Background: an optimization exercise with open tools, aiming at small area. Do not read the settings as production practice. Where RTL was checked, it was by simulation tests only, not by an equivalence proof against the original. Power figures rest on the tool's default switching activity, not on a simulated workload.

==> flow/design.v (excerpt) <==
module rcp
    #(parameter DATA_WIDTH = 64,
      parameter CTRL_WIDTH=DATA_WIDTH/8,
      parameter UDP_REG_SRC_WIDTH = 2)
   ( 
    output   [DATA_WIDTH-1:0]        out_data,
    output   [CTRL_WIDTH-1:0]        out_ctrl,
    output                              out_wr,
    input                               out_rdy,
    input  [DATA_WIDTH-1:0]            in_data,
    input  [CTRL_WIDTH-1:0]            in_ctrl,
    input                              in_wr,
    output                             in_rdy,
    input                              reg_req_in,
    input                              reg_ack_in,
    input                              reg_rd_wr_L_in,
    input  [23-1:0]   reg_addr_in,
    input  [32-1:0]  reg_data_in,
    input  [UDP_REG_SRC_WIDTH-1:0]     reg_src_in,
    output                             reg_req_out,
    output                             reg_ack_out,
    output                             reg_rd_wr_L_out,
    output  [23-1:0]  reg_addr_out,
    output  [32-1:0] reg_data_out,
    output  [UDP_REG_SRC_WIDTH-1:0]    reg_src_out,
    input                              clk,
    input                              reset);
==> module generic_regs, before the edit <==
module generic_regs
  #(parameter UDP_REG_SRC_WIDTH = 2,
    parameter TAG               = 0,
    parameter REG_ADDR_WIDTH    = 6,
    parameter NUM_SOFTWARE_REGS = 4,
    parameter NUM_HARDWARE_REGS = 20)
   (
    input                                  reg_req_in,
    input                                  reg_ack_in,
    input                                  reg_rd_wr_L_in,
    input      [23-1:0]   reg_addr_in,
    input      [32-1:0]  reg_data_in,
    input      [UDP_REG_SRC_WIDTH-1:0]     reg_src_in,
    output reg                             reg_req_out,
    output reg                             reg_ack_out,
    output reg                             reg_rd_wr_L_out,
    output reg [23-1:0]   reg_addr_out,
    output reg [32-1:0]  reg_data_out,
    output reg [UDP_REG_SRC_WIDTH-1:0]     reg_src_out,
    output [NUM_SOFTWARE_REGS*32-1:0] software_regs,
    input  [NUM_HARDWARE_REGS*32-1:0] hardware_regs,
    input                                  clk,
    input                                  reset);
   localparam DW = 32;
   localparam NR = NUM_SOFTWARE_REGS + NUM_HARDWARE_REGS;
   reg  [NUM_SOFTWARE_REGS*DW-1:0] sw_reg;
   wire [NR*DW-1:0] all_regs = {hardware_regs, sw_reg};
   wire [REG_ADDR_WIDTH-1:0] addr = reg_addr_in[REG_ADDR_WIDTH-1:0];
   wire hit  = reg_req_in &
               (reg_addr_in[23-1:REG_ADDR_WIDTH] == TAG);
   wire good = addr < NR;
   wire pass = ~reset & ~hit;
   wire dead = ~reset & hit & ~good;
   reg  [NR-1:0] sel;
   integer i;
   always @(*)
     for (i = 0; i < NR; i = i + 1)
       sel[i] = ~reset & hit & (addr == i);
   reg [DW-1:0] rd_data;
   always @(*) begin
      rd_data = ({DW{pass}} & reg_data_in) | ({DW{dead}} & 32'hdead_beef);
      for (i = 0; i < NR; i = i + 1)
        rd_data = rd_data | ({DW{sel[i]}} & all_regs[i*DW +: DW]);
   end
   assign software_regs = sw_reg;
   always @(posedge clk) begin
      reg_rd_wr_L_out <= reg_rd_wr_L_in;
      reg_addr_out    <= reg_addr_in;
      reg_src_out     <= reg_src_in;
      reg_req_out     <= ~reset & reg_req_in;
      reg_ack_out     <= ~reset & (hit | reg_ack_in);
      reg_data_out    <= rd_data;
   end
   genvar j;
   generate
      for (j = 0; j < NUM_SOFTWARE_REGS; j = j + 1) begin : g_sw
         always @(posedge clk)
           if (reset)
             sw_reg[j*DW +: DW] <= {DW{1'b0}};
           else if (sel[j] & ~reg_rd_wr_L_in)
             sw_reg[j*DW +: DW] <= reg_data_in;
      end
   endgenerate
endmodule  
export LEC_CHECK = 0
export CAP_MARGIN = 20
export CORE_MARGIN = 2
export CORE_UTILIZATION = 55
export CTS_BUF_LIST = sky130_fd_sc_hd__clkbuf_16
export CTS_CLUSTER_DIAMETER = 100
export CTS_CLUSTER_SIZE = 26
export SLEW_MARGIN = 20
create_clock -name core_clock -period 8.0 [get_ports {clk}]
standard.sh (not shown) runs the stock make flow with config.mk's settings and CLKGATE_MAP_FILE= SYNTH_SCRIPT=/design/flow/synth_recipe.tcl, a recipe that flattens the netlist after the stock synthesis.
==> flow/flow/run.sh <==
#!/bin/bash
# The standard layout (bash standard.sh, unchanged synthesis and steps),
# with one change: buffer_ports uses the smallest buffer cell, buf_1, for the
# buffer on every input and output port. The make output goes to
# standard_make.log here; ORFS writes each step's log under orfs/logs/.
set -uo pipefail
bash standard.sh "BUFFER_PORTS_ARGS=-buffer_cell sky130_fd_sc_hd__buf_1" finish \
  > standard_make.log 2>&1
status=$?
tail -n 20 standard_make.log
exit $status
Rerun with:
--- a/flow/design.v
+++ b/flow/design.v
@@ -100,20 +100,19 @@
       reg_addr_out    <= reg_addr_in;
       reg_src_out     <= reg_src_in;
       reg_req_out     <= ~reset & reg_req_in;
       reg_ack_out     <= ~reset & (hit | reg_ack_in);
       reg_data_out    <= rd_data;
    end
+   wire [DW-1:0] sw_d = reg_data_in & {DW{~reset}};
    genvar j;
    generate
       for (j = 0; j < NUM_SOFTWARE_REGS; j = j + 1) begin : g_sw
          always @(posedge clk)
-           if (reset)
-             sw_reg[j*DW +: DW] <= {DW{1'b0}};
-           else if (sel[j] & ~reg_rd_wr_L_in)
-             sw_reg[j*DW +: DW] <= reg_data_in;
+           if (reset | (sel[j] & ~reg_rd_wr_L_in))
+             sw_reg[j*DW +: DW] <= sw_d;
       end
    endgenerate
 endmodule  
 module rcp_parser_control
    (
     input  [7:0] in_ctrl,
What happened: The changed run finished clean; routed wire length went up by a little under a tenth; register-to-register slack is worse by 0.06 ns; setup slack gets worse by 0.063 ns; fmax shrinks slightly; critical path depth is higher by 2; combinational power climbs by a few percent; final area came out higher slightly; die area rises slightly; worst hold slack gets better by 0.0090 ns; clock skew went down by 0.019 ns; clock power rose slightly; first-iteration DRC count rose by a few percent; utilization came out higher by 0.68 points; synthesized area came out higher slightly.


Setup of the previous run:
rcp, a different RTL version from the one above (not shown whole).
Size: roughly 5300 cells after synthesis, ~1400 flip-flops, about 270 I/O pins.
==> module rcp_acc_sum, before the edit <==
module rcp_acc_sum
  #(parameter W  = 64,
    parameter XW = 16,
    parameter BLK = 8,
    parameter FAN = 10)
   (
    input      [XW-1:0] x,
    output reg [W-1:0]  q,
    input               reset,
    input               clk
   );
   wire [W:0]   c;
   wire [W-1:0] s;
   assign c[0] = 1'b0;
   genvar i;
   generate
      for (i = 0; i < W; i = i + 1) begin : g_bit
         if (i < XW) begin : g_lo
            if (XW <= FAN || i < FAN) begin : g_fa
               assign s[i]   = q[i] ^ x[i] ^ c[i];
               assign c[i+1] = (q[i] & x[i]) | (c[i] & (q[i] ^ x[i]));
            end
            else if (i == FAN) begin : g_add
               assign {c[XW], s[XW-1:FAN]} = {1'b0, q[XW-1:FAN]} + {1'b0, x[XW-1:FAN]} + c[FAN];
            end
         end
         else begin : g_inc
            assign s[i] = q[i] ^ c[i];
            if (i + 1 < W && (i + 1 - XW) % BLK == 0) begin : g_skip
               assign c[i+1] = c[XW] & (&q[i:XW]);
            end
            else begin : g_ha
               assign c[i+1] = q[i] & c[i];
            end
         end
      end
   endgenerate
   always @(posedge clk)
     q <= reset ? {W{1'b0}} : s;
endmodule  
Settings: LEC_CHECK=0, CAP_MARGIN=20, CORE_MARGIN=2, CORE_UTILIZATION=55, CTS_BUF_LIST=sky130_fd_sc_hd__clkbuf_16, CTS_CLUSTER_DIAMETER=100, CTS_CLUSTER_SIZE=26, SLEW_MARGIN=20; clock period 8.0 ns.
Scripts as last shown in full above: flow/flow/run.sh
#### Input delta (the current run over the previous run)
diff --git a/flow/design.v b/flow/design.v
--- a/flow/design.v
+++ b/flow/design.v
@@ -212,7 +212,7 @@
   #(parameter W  = 64,
     parameter XW = 16,
     parameter BLK = 8,
-    parameter FAN = 10)
+    parameter FAN = 8)
    (
     input      [XW-1:0] x,
     output reg [W-1:0]  q,
@@ -245,8 +245,11 @@
          end
       end
    endgenerate
-   always @(posedge clk)
-     q <= reset ? {W{1'b0}} : s;
+   always @(posedge clk or posedge reset)
+     if (reset)
+       q <= {W{1'b0}};
+     else
+       q <= s;
 endmodule  
 module rcp
     #(parameter DATA_WIDTH = 64,
### Flow results
Source of the critical timing path: rcp_parser.rcp_rtt[0] -> the previous run, rcp_parser.rcp_packet_length[0] -> the current run
NOTE combinational logic power the previous run->the current run decreased by a few percent
Re clock skew: the current run is 17 ps down on the previous run.
On power share of the combinational group: between the previous run and the current run, it ends up higher for the previous run.
Re number of top-level pins: no difference whatsoever between the current run and the previous run.
Compared the current run against the previous run; overall power within noise.
Of the previous run and the current run, the previous run shows the higher total clock buffers created by CTS, with the current run below it.
Number of multi-input combinational cells was lower in the current run than in the previous run.
As far as cell area reported after detailed placement is concerned, the previous run and the current run perform about the same.
In terms of first-pass GRT wire length, the previous run and the current run differ only marginally.
Iteration-0 DRC count of the detailed router grows by a little under 10% when moving from the previous run to the current run.
Note that the worst vdd rail ir drop recorded for the previous run amounts to 0.891 times the value seen in the current run.
Final HPWL from detailed placement ended up 800 um higher on the current run than on the previous run.
No run of this note included a check of the RTL's function; only the layout flow was run.

==> what the ideal ports hide <==
Ports are ideal in the flow. The routed layouts listed here were re-timed in OpenROAD. Step 1 assumes that a clkbuf_16 drives the clock port and a buf_2 every other input. Step 2 moves the port delays by t, midway between the first and last clock arrival at a register: inputs arrive t later, outputs are due t later. That takes back most of the time a late clock gives input paths. a / b / c = ideal ports / drivers / drivers and shift; a / b = the first two.
run	t, ns	setup WS [ns]	clock arrival spread, ns
the first run of note 1	0.807	0.759 / 0.759 / 0.759	0.048 / 0.047
the second run of note 1	0.814	0.696 / 0.696 / 0.696	0.029 / 0.029
the previous run	0.810	0.293 / 0.293 / 0.293	0.048 / 0.048
the current run	0.802	0.839 / 0.839 / 0.839	0.027 / 0.028
After both steps setup and hold are still met in every run listed.
